Context: an optimization exercise on an open-source flow, tuned for small area, a short achievable clock period and few clock cycles. The choices shown serve that exercise and are no tape-out recipe. RTL that was checked went through simulation tests only; none was proved equivalent to the original. The clock input has no modelled driver; a real chip could not lean on it and would need a root buffer or a full tree.

trial 75:
==> module S_Axi_Lite, before the edit <==
module S_Axi_Lite #(
    parameter integer P_S_AXI_DATA_WIDTH = 32,
    parameter integer P_S_AXI_ADDR_WIDTH = 4
)
(
    input  wire                                S_AXI_ACLK,
    input  wire                                S_AXI_ARESETN,
    input  wire [P_S_AXI_ADDR_WIDTH-1 : 0]     S_AXI_AWADDR,
    input  wire [2 : 0]                        S_AXI_AWPROT,
    input  wire                                S_AXI_AWVALID,
    output wire                                S_AXI_AWREADY,
    input  wire [P_S_AXI_DATA_WIDTH-1 : 0]     S_AXI_WDATA,
    input  wire [(P_S_AXI_DATA_WIDTH/8)-1 : 0] S_AXI_WSTRB,
    input  wire                                S_AXI_WVALID,
    output wire                                S_AXI_WREADY,
    output wire [1 : 0]                        S_AXI_BRESP,
    output wire                                S_AXI_BVALID,
    input  wire                                S_AXI_BREADY,
    input  wire [P_S_AXI_ADDR_WIDTH-1 : 0]     S_AXI_ARADDR,
    input  wire [2 : 0]                        S_AXI_ARPROT,
    input  wire                                S_AXI_ARVALID,
    output wire                                S_AXI_ARREADY,
    output wire [P_S_AXI_DATA_WIDTH-1 : 0]     S_AXI_RDATA,
    output wire [1 : 0]                        S_AXI_RRESP,
    output wire                                S_AXI_RVALID,
    input  wire                                S_AXI_RREADY
);
localparam integer DW = P_S_AXI_DATA_WIDTH;
reg       wq_v0;
reg [3:0] wq_h0;
reg [1:0] wq_a1;
reg       r_bvalid, b2;
reg       r_awready, r_wready;
wire wq_v1 = ~r_awready;
wire aw_hs = S_AXI_AWVALID & r_awready;
wire w_hs  = S_AXI_WVALID  & r_wready;
wire b_hs  = r_bvalid      & S_AXI_BREADY;
wire wq_v0_n = wq_v1 | aw_hs | (wq_v0 & ~w_hs);
wire wq_v1_n = ~w_hs & (wq_v1 | (aw_hs & wq_v0));
wire b1_n    = b2 | w_hs | (r_bvalid & ~b_hs);
wire b2_n    = ~b_hs & (b2 | (r_bvalid & w_hs));
wire wq_ld   = ~wq_v0 | w_hs;              
always @(posedge S_AXI_ACLK) begin
    if (~S_AXI_ARESETN) begin
        wq_v0     <= 1'b0;
        r_awready <= 1'b1;
        r_wready  <= 1'b0;
        r_bvalid  <= 1'b0;
        b2        <= 1'b0;
    end else begin
        wq_v0     <= wq_v0_n;
        r_awready <= ~wq_v1_n;
        r_wready  <= wq_v0_n & ~b2_n;
        r_bvalid  <= b1_n;
        b2        <= b2_n;
    end
end
always @(posedge S_AXI_ACLK) begin
    if (r_awready)
        wq_a1 <= S_AXI_AWADDR[1:0];
    wq_h0 <= ({4{wq_ld}} & (4'b0001 << (wq_v1 ? wq_a1 : S_AXI_AWADDR[1:0]))) |
             ({4{~wq_ld}} & wq_h0);
end
reg [DW-1:0] r_reg0, r_reg1, r_reg2, r_reg3;
reg [3:0]    rv;
wire [3:0] we = {4{w_hs}} & wq_h0;
wire [3:0] rv_n = {4{S_AXI_ARESETN}} & (rv | we);
always @(posedge S_AXI_ACLK)
    rv <= rv_n;
always @(posedge S_AXI_ACLK) begin
    if (we[0]) r_reg0 <= S_AXI_WDATA;
    if (we[1]) r_reg1 <= S_AXI_WDATA;
    if (we[2]) r_reg2 <= S_AXI_WDATA;
    if (we[3]) r_reg3 <= S_AXI_WDATA;
end
reg       rq_v0;
reg [3:0] rq_h0;
reg [1:0] rq_a1;
reg       r_arready, r_rvalid;
reg [DW-1:0] r_rdata;
wire rq_v1 = ~r_arready;
wire ar_hs = S_AXI_ARVALID & r_arready;
wire r_adv = ~r_rvalid | S_AXI_RREADY;    
wire r_mv  = rq_v0 & r_adv;
wire rq_v0_n = rq_v1 | ar_hs | (rq_v0 & ~r_mv);
wire rq_v1_n = ~r_mv & (rq_v1 | (ar_hs & rq_v0));
wire rq_ld   = ~rq_v0 | r_mv;              
always @(posedge S_AXI_ACLK) begin
    if (~S_AXI_ARESETN) begin
        rq_v0     <= 1'b0;
        r_arready <= 1'b1;
        r_rvalid  <= 1'b0;
    end else begin
        rq_v0     <= rq_v0_n;
        r_arready <= ~rq_v1_n;
        r_rvalid  <= r_mv | ~r_adv;
    end
end
always @(posedge S_AXI_ACLK) begin
    if (r_arready)
        rq_a1 <= S_AXI_ARADDR[1:0];
    rq_h0 <= ({4{rq_ld}} & (4'b0001 << (rq_v1 ? rq_a1 : S_AXI_ARADDR[1:0])) & rv_n) |
             ({4{~rq_ld}} & rq_h0);
end
wire [3:0] rsel = rq_h0;
wire [3:0] rld  = rsel & {4{r_adv}};
wire       rhld = ~r_adv;
always @(posedge S_AXI_ACLK) begin
    r_rdata <= ({DW{rld[0]}} & r_reg0) | ({DW{rld[1]}} & r_reg1) |
               ({DW{rld[2]}} & r_reg2) | ({DW{rld[3]}} & r_reg3) |
               ({DW{rhld}}   & r_rdata);
end
assign S_AXI_AWREADY = r_awready;
assign S_AXI_WREADY  = r_wready;
assign S_AXI_BVALID  = r_bvalid;
assign S_AXI_BRESP   = 2'b00;
assign S_AXI_ARREADY = r_arready;
assign S_AXI_RVALID  = r_rvalid;
assign S_AXI_RDATA   = r_rdata;
assign S_AXI_RRESP   = 2'b00;
endmodule
Settings: LEC_CHECK=0, CAP_MARGIN=20, CORE_MARGIN=2, CORE_UTILIZATION=60, SETUP_SLACK_MARGIN=2.45, SLEW_MARGIN=20; clock period 4.0 ns.
standard.sh (not shown) runs the stock make flow with config.mk's settings and CLKGATE_MAP_FILE= SYNTH_SCRIPT=/design/flow/synth_recipe.tcl, a recipe that flattens the netlist after the stock synthesis.
==> flow/flow/run.sh <==
#!/bin/bash
# Own layout flow: the standard synthesis (standard.sh synth, unchanged),
# then the gates between the registers re-mapped for area (remap.sh; registers
# untouched, equivalence checked), then the standard layout steps with
# minimum-size port buffers and a balanced two-level clock tree: the clock
# port drives four buf_16, each driving two buf_12, each feeding an equal
# share of the registers, split by recursive bisection (mytree.tcl).
set -euo pipefail
W=$PWD
F=$W/flow
R=$W/orfs/results/sky130hd/S_Axi_Lite/base
mkdir -p "$W/remap"
bash standard.sh synth > "$W/synth.log" 2>&1
cp "$R/1_2_yosys.v" "$W/remap/std_synth.v"
bash "$F/remap.sh" "$W/remap/std_synth.v" "$W/remap/remapped.v" "$W/remap" > "$W/remap.log" 2>&1
cp "$W/remap/remapped.v" "$R/1_2_yosys.v"
rm -f "$R/1_synth.odb" "$R/1_synth.sdc"
export BUFFER_PORTS_ARGS="-buffer_cell sky130_fd_sc_hd__buf_1"
export PRE_CTS_TCL="$F/pre_cts.tcl"
bash standard.sh > "$W/layout.log" 2>&1
Other scripts of this flow, unchanged in this note and not shown: flow/flow/mytree.tcl, flow/flow/pre_cts.tcl, flow/flow/remap.sh, flow/flow/scripts.abc
The following lists how build 54 was set up differently from trial 75:
--- a/flow/design.v
+++ b/flow/design.v
@@ -28,6 +28,5 @@
 localparam integer DW = P_S_AXI_DATA_WIDTH;
 reg       wq_v0;
-reg [3:0] wq_h0;
-reg [1:0] wq_a1;
+reg [1:0] wq_a0, wq_a1;
 reg       r_bvalid, b2;
 reg       r_awready, r_wready;
@@ -40,5 +39,4 @@
 wire b1_n    = b2 | w_hs | (r_bvalid & ~b_hs);
 wire b2_n    = ~b_hs & (b2 | (r_bvalid & w_hs));
-wire wq_ld   = ~wq_v0 | w_hs;              
 always @(posedge S_AXI_ACLK) begin
     if (~S_AXI_ARESETN) begin
@@ -59,13 +57,16 @@
     if (r_awready)
         wq_a1 <= S_AXI_AWADDR[1:0];
-    wq_h0 <= ({4{wq_ld}} & (4'b0001 << (wq_v1 ? wq_a1 : S_AXI_AWADDR[1:0]))) |
-             ({4{~wq_ld}} & wq_h0);
+    if (~wq_v0 | w_hs)
+        wq_a0 <= wq_v1 ? wq_a1 : S_AXI_AWADDR[1:0];
 end
 reg [DW-1:0] r_reg0, r_reg1, r_reg2, r_reg3;
 reg [3:0]    rv;
-wire [3:0] we = {4{w_hs}} & wq_h0;
-wire [3:0] rv_n = {4{S_AXI_ARESETN}} & (rv | we);
-always @(posedge S_AXI_ACLK)
-    rv <= rv_n;
+wire [3:0] we = {4{w_hs}} & {wq_a0 == 2'd3, wq_a0 == 2'd2, wq_a0 == 2'd1, wq_a0 == 2'd0};
+always @(posedge S_AXI_ACLK) begin
+    if (~S_AXI_ARESETN)
+        rv <= 4'd0;
+    else
+        rv <= rv | we;
+end
 always @(posedge S_AXI_ACLK) begin
     if (we[0]) r_reg0 <= S_AXI_WDATA;
@@ -75,6 +76,5 @@
 end
 reg       rq_v0;
-reg [3:0] rq_h0;
-reg [1:0] rq_a1;
+reg [1:0] rq_a0, rq_a1;
 reg       r_arready, r_rvalid;
 reg [DW-1:0] r_rdata;
@@ -85,5 +85,4 @@
 wire rq_v0_n = rq_v1 | ar_hs | (rq_v0 & ~r_mv);
 wire rq_v1_n = ~r_mv & (rq_v1 | (ar_hs & rq_v0));
-wire rq_ld   = ~rq_v0 | r_mv;              
 always @(posedge S_AXI_ACLK) begin
     if (~S_AXI_ARESETN) begin
@@ -100,8 +99,8 @@
     if (r_arready)
         rq_a1 <= S_AXI_ARADDR[1:0];
-    rq_h0 <= ({4{rq_ld}} & (4'b0001 << (rq_v1 ? rq_a1 : S_AXI_ARADDR[1:0])) & rv_n) |
-             ({4{~rq_ld}} & rq_h0);
+    if (~rq_v0 | r_mv)
+        rq_a0 <= rq_v1 ? rq_a1 : S_AXI_ARADDR[1:0];
 end
-wire [3:0] rsel = rq_h0;
+wire [3:0] rsel = rv & {rq_a0 == 2'd3, rq_a0 == 2'd2, rq_a0 == 2'd1, rq_a0 == 2'd0};
 wire [3:0] rld  = rsel & {4{r_adv}};
 wire       rhld = ~r_adv;
==> comparison <==
Build 54 | status: complete | timing, DRC, antenna: pass
Build 54 vs. trial 75: sequential cell area lost 1.3%; final cell count went up by about 4%; synthesized cell count went down.
Antenna diode count delta (build 54 -> trial 75): insignificant
Build 54 ends up with a global-route usage that is 4.4 points higher than in trial 75.
Testbench counts of build 54, summed over its fixed seeds: cycles 784.
For trial 75, only the layout was checked, not whether the RTL still works. No run of this note takes its clock network from TritonCTS; it comes from the design's own scripts or RTL.

* * *

## the previous run
Another version of the RTL of S_Axi_Lite (not shown whole).
Size: about 390 cells after synthesis.
==> module S_Axi_Lite, before the edit <==
module S_Axi_Lite #(
    parameter integer P_S_AXI_DATA_WIDTH = 32,
    parameter integer P_S_AXI_ADDR_WIDTH = 4
)
(
    input  wire                                S_AXI_ACLK,
    input  wire                                S_AXI_ARESETN,
    input  wire [P_S_AXI_ADDR_WIDTH-1 : 0]     S_AXI_AWADDR,
    input  wire [2 : 0]                        S_AXI_AWPROT,
    input  wire                                S_AXI_AWVALID,
    output wire                                S_AXI_AWREADY,
    input  wire [P_S_AXI_DATA_WIDTH-1 : 0]     S_AXI_WDATA,
    input  wire [(P_S_AXI_DATA_WIDTH/8)-1 : 0] S_AXI_WSTRB,
    input  wire                                S_AXI_WVALID,
    output wire                                S_AXI_WREADY,
    output wire [1 : 0]                        S_AXI_BRESP,
    output wire                                S_AXI_BVALID,
    input  wire                                S_AXI_BREADY,
    input  wire [P_S_AXI_ADDR_WIDTH-1 : 0]     S_AXI_ARADDR,
    input  wire [2 : 0]                        S_AXI_ARPROT,
    input  wire                                S_AXI_ARVALID,
    output wire                                S_AXI_ARREADY,
    output wire [P_S_AXI_DATA_WIDTH-1 : 0]     S_AXI_RDATA,
    output wire [1 : 0]                        S_AXI_RRESP,
    output wire                                S_AXI_RVALID,
    input  wire                                S_AXI_RREADY
);
localparam integer DW = P_S_AXI_DATA_WIDTH;
reg       wq_v0;
reg [3:0] wq_h0;
reg [1:0] wq_a1;
reg       r_bvalid, b2;
reg       r_awready, r_wready;
wire wq_v1 = ~r_awready;
wire aw_hs = S_AXI_AWVALID & r_awready;
wire w_hs  = S_AXI_WVALID  & r_wready;
wire b_hs  = r_bvalid      & S_AXI_BREADY;
wire wq_v0_n = wq_v1 | aw_hs | (wq_v0 & ~w_hs);
wire wq_v1_n = ~w_hs & (wq_v1 | (aw_hs & wq_v0));
wire b1_n    = b2 | w_hs | (r_bvalid & ~b_hs);
wire b2_n    = ~b_hs & (b2 | (r_bvalid & w_hs));
wire wq_ld   = ~wq_v0 | w_hs;              
always @(posedge S_AXI_ACLK) begin
    if (~S_AXI_ARESETN) begin
        wq_v0     <= 1'b0;
        r_awready <= 1'b1;
        r_wready  <= 1'b0;
        r_bvalid  <= 1'b0;
        b2        <= 1'b0;
    end else begin
        wq_v0     <= wq_v0_n;
        r_awready <= ~wq_v1_n;
        r_wready  <= wq_v0_n & ~b2_n;
        r_bvalid  <= b1_n;
        b2        <= b2_n;
    end
end
always @(posedge S_AXI_ACLK) begin
    if (r_awready)
        wq_a1 <= S_AXI_AWADDR[1:0];
    wq_h0 <= ({4{wq_ld}} & (4'b0001 << (wq_v1 ? wq_a1 : S_AXI_AWADDR[1:0]))) |
             ({4{~wq_ld}} & wq_h0);
end
reg [DW-1:0] r_reg0, r_reg1, r_reg2, r_reg3;
reg [3:0]    rv;
wire [3:0] we = {4{w_hs}} & wq_h0;
always @(posedge S_AXI_ACLK) begin
    if (~S_AXI_ARESETN)
        rv <= 4'd0;
    else
        rv <= rv | we;
end
always @(posedge S_AXI_ACLK) begin
    if (we[0]) r_reg0 <= S_AXI_WDATA;
    if (we[1]) r_reg1 <= S_AXI_WDATA;
    if (we[2]) r_reg2 <= S_AXI_WDATA;
    if (we[3]) r_reg3 <= S_AXI_WDATA;
end
reg       rq_v0;
reg [3:0] rq_h0;                           
reg [1:0] rq_a1;
reg       r_arready, r_rvalid;
reg [DW-1:0] r_rdata;
wire rq_v1 = ~r_arready;
wire ar_hs = S_AXI_ARVALID & r_arready;
wire r_adv = ~r_rvalid | S_AXI_RREADY;    
wire r_mv  = rq_v0 & r_adv;
wire rq_v0_n = rq_v1 | ar_hs | (rq_v0 & ~r_mv);
wire rq_v1_n = ~r_mv & (rq_v1 | (ar_hs & rq_v0));
wire rq_ld   = ~rq_v0 | r_mv;              
always @(posedge S_AXI_ACLK) begin
    if (~S_AXI_ARESETN) begin
        rq_v0     <= 1'b0;
        r_arready <= 1'b1;
        r_rvalid  <= 1'b0;
    end else begin
        rq_v0     <= rq_v0_n;
        r_arready <= ~rq_v1_n;
        r_rvalid  <= r_mv | ~r_adv;
    end
end
always @(posedge S_AXI_ACLK) begin
    if (r_arready)
        rq_a1 <= S_AXI_ARADDR[1:0];
    rq_h0 <= ({4{rq_ld}} & (4'b0001 << (rq_v1 ? rq_a1 : S_AXI_ARADDR[1:0]))) |
             ({4{~rq_ld}} & rq_h0);
end
wire [3:0] rsel = rv & rq_h0;
wire [3:0] rld  = rsel & {4{r_adv}};
wire       rhld = ~r_adv;
always @(posedge S_AXI_ACLK) begin
    r_rdata <= ({DW{rld[0]}} & r_reg0) | ({DW{rld[1]}} & r_reg1) |
               ({DW{rld[2]}} & r_reg2) | ({DW{rld[3]}} & r_reg3) |
               ({DW{rhld}}   & r_rdata);
end
assign S_AXI_AWREADY = r_awready;
assign S_AXI_WREADY  = r_wready;
assign S_AXI_BVALID  = r_bvalid;
assign S_AXI_BRESP   = 2'b00;
assign S_AXI_ARREADY = r_arready;
assign S_AXI_RVALID  = r_rvalid;
assign S_AXI_RDATA   = r_rdata;
assign S_AXI_RRESP   = 2'b00;
endmodule
==> flow/config.mk <==
export PLATFORM = sky130hd
export DESIGN_NAME = S_Axi_Lite
export DESIGN_NICKNAME = S_Axi_Lite
export VERILOG_FILES = /design/flow/design.v
export SDC_FILE = /design/flow/constraint.sdc
export NUM_CORES = 4
export LEC_CHECK = 0
export CAP_MARGIN = 20
export CORE_MARGIN = 2
export CORE_UTILIZATION = 60
export SETUP_SLACK_MARGIN = 2.45
export SLEW_MARGIN = 20
==> flow/constraint.sdc <==
create_clock -name core_clock -period 4.0 [get_ports {S_AXI_ACLK}]
set_input_delay 0.8000 -clock core_clock [delete_from_list [all_inputs] [get_ports {S_AXI_ACLK}]]
set_output_delay 0.8000 -clock core_clock [all_outputs]
set_load 0.01 [all_outputs]
Scripts as last shown in full above: flow/flow/run.sh
Other scripts of this flow, unchanged in this note and not shown: flow/flow/mytree.tcl, flow/flow/pre_cts.tcl, flow/flow/remap.sh, flow/flow/scripts.abc
Testbench counts of the previous run, summed over its fixed seeds: cycles 784.
For the current run, these inputs were changed with respect to the previous run:
-- flow/design.v --
<<< the previous run, line 32
reg       r_bvalid, b2;
reg       r_awready, r_wready;
wire wq_v1 = ~r_awready;
wire aw_hs = S_AXI_AWVALID & r_awready;
>>> the current run, line 32
reg       r_bvalid, b2;
reg       r_awready, r_wready;
reg [3:0] wsel;                            
wire wq_v1 = ~r_awready;
wire aw_hs = S_AXI_AWVALID & r_awready;
<<< the previous run, line 41
wire b2_n    = ~b_hs & (b2 | (r_bvalid & w_hs));
wire wq_ld   = ~wq_v0 | w_hs;              
always @(posedge S_AXI_ACLK) begin
    if (~S_AXI_ARESETN) begin
>>> the current run, line 42
wire b2_n    = ~b_hs & (b2 | (r_bvalid & w_hs));
wire wq_ld   = ~wq_v0 | w_hs;              
wire [3:0] wq_h0_n = wq_ld ? (4'b0001 << (wq_v1 ? wq_a1 : S_AXI_AWADDR[1:0])) : wq_h0;
wire       wready_n = wq_v0_n & ~b2_n;
always @(posedge S_AXI_ACLK) begin
    if (~S_AXI_ARESETN) begin
<<< the previous run, line 46
        r_awready <= 1'b1;
        r_wready  <= 1'b0;
        r_bvalid  <= 1'b0;
        b2        <= 1'b0;
>>> the current run, line 49
        r_awready <= 1'b1;
        r_wready  <= 1'b0;
        wsel      <= 4'd0;
        r_bvalid  <= 1'b0;
        b2        <= 1'b0;
<<< the previous run, line 51
        wq_v0     <= wq_v0_n;
        r_awready <= ~wq_v1_n;
        r_wready  <= wq_v0_n & ~b2_n;
        r_bvalid  <= b1_n;
        b2        <= b2_n;
>>> the current run, line 55
        wq_v0     <= wq_v0_n;
        r_awready <= ~wq_v1_n;
        r_wready  <= wready_n;
        wsel      <= {4{wready_n}} & wq_h0_n;
        r_bvalid  <= b1_n;
        b2        <= b2_n;
<<< the previous run, line 59
    if (r_awready)
        wq_a1 <= S_AXI_AWADDR[1:0];
    wq_h0 <= ({4{wq_ld}} & (4'b0001 << (wq_v1 ? wq_a1 : S_AXI_AWADDR[1:0]))) |
             ({4{~wq_ld}} & wq_h0);
end
reg [DW-1:0] r_reg0, r_reg1, r_reg2, r_reg3;
reg [3:0]    rv;
wire [3:0] we = {4{w_hs}} & wq_h0;
always @(posedge S_AXI_ACLK) begin
    if (~S_AXI_ARESETN)
        rv <= 4'd0;
    else
        rv <= rv | we;
end
always @(posedge S_AXI_ACLK) begin
    if (we[0]) r_reg0 <= S_AXI_WDATA;
>>> the current run, line 64
    if (r_awready)
        wq_a1 <= S_AXI_AWADDR[1:0];
    wq_h0 <= wq_h0_n;
end
reg [DW-1:0] r_reg0, r_reg1, r_reg2, r_reg3;
reg [3:0]    rv;
wire [3:0] we = {4{S_AXI_WVALID}} & wsel;
wire [3:0] rv_n = {4{S_AXI_ARESETN}} & (rv | we);
always @(posedge S_AXI_ACLK)
    rv <= rv_n;
always @(posedge S_AXI_ACLK) begin
    if (we[0]) r_reg0 <= S_AXI_WDATA;
<<< the previous run, line 78
end
reg       rq_v0;
reg [3:0] rq_h0;                           
reg [1:0] rq_a1;
reg       r_arready, r_rvalid;
>>> the current run, line 79
end
reg       rq_v0;
reg [3:0] rq_h0;
reg [1:0] rq_a1;
reg       r_arready, r_rvalid;
<<< the previous run, line 103
    if (r_arready)
        rq_a1 <= S_AXI_ARADDR[1:0];
    rq_h0 <= ({4{rq_ld}} & (4'b0001 << (rq_v1 ? rq_a1 : S_AXI_ARADDR[1:0]))) |
             ({4{~rq_ld}} & rq_h0);
end
wire [3:0] rsel = rv & rq_h0;
wire [3:0] rld  = rsel & {4{r_adv}};
wire       rhld = ~r_adv;
>>> the current run, line 104
    if (r_arready)
        rq_a1 <= S_AXI_ARADDR[1:0];
    rq_h0 <= ({4{rq_ld}} & (4'b0001 << (rq_v1 ? rq_a1 : S_AXI_ARADDR[1:0])) & rv_n) |
             ({4{~rq_ld}} & rq_h0);
end
wire [3:0] rsel = rq_h0;
wire [3:0] rld  = rsel & {4{r_adv}};
wire       rhld = ~r_adv;
==> comparison <==
Diff the previous run -> the current run: share of the core filled with cells in the final layout now larger; area of the mapped netlist now larger. The detailed-route vias per instance was comparable across the previous run and the current run. From the previous run to the current run the numbers moved as follows: final critical delay including setup and external delays lower; average cell area after synthesis saw a decrease; amount of wire on met3 after detailed routing fell 64 um; global-route track usage on met3 shows an increase of 0.29 points.
The RTL of the current run was laid out without a check of its function. In every run of this note, the design's own scripts or RTL, not TritonCTS, make the clock network.

re-timing with driven ports:
How much do the figures lean on ideal ports? The routed layouts below were timed once more, with nothing changed but the port constraints.
Step 1 (the two cells are an assumption about what drives the block):
set clk [get_ports {S_AXI_ACLK}]
set_driving_cell -lib_cell sky130_fd_sc_hd__clkbuf_16 $clk
set_driving_cell -lib_cell sky130_fd_sc_hd__buf_2 [delete_from_list [all_inputs] $clk]
Step 2, shift: input delay + t, output delay - t, t = (earliest + latest rising clock arrival at the registers) / 2. This alone moves slack from input paths to output paths.
a / b / c = ideal ports / drivers / drivers and shift; a / b = the first two.
run | t (ns) | setup slack, ns | hold WS [ns] | slew at the worst register clock pin (ns)
trial 75 | 0.334 | 2.456 / 2.370 / 2.192 | 0.446 / 0.446 / 0.446 | 0.09 / 0.09
build 54 | 0.338 | 2.334 / 2.311 / 2.055 | 0.481 / 0.481 / 0.481 | 0.09 / 0.09
the previous run | 0.336 | 2.475 / 2.367 / 2.244 | 0.484 / 0.484 / 0.484 | 0.09 / 0.09
the current run | 0.336 | 2.481 / 2.372 / 2.224 | 0.465 / 0.465 / 0.465 | 0.09 / 0.09
After both steps setup and hold are still met in every run listed. The setup slack of build 54, which loses most, moves by -0.023 ns with the drivers and by -0.279 ns with both steps.
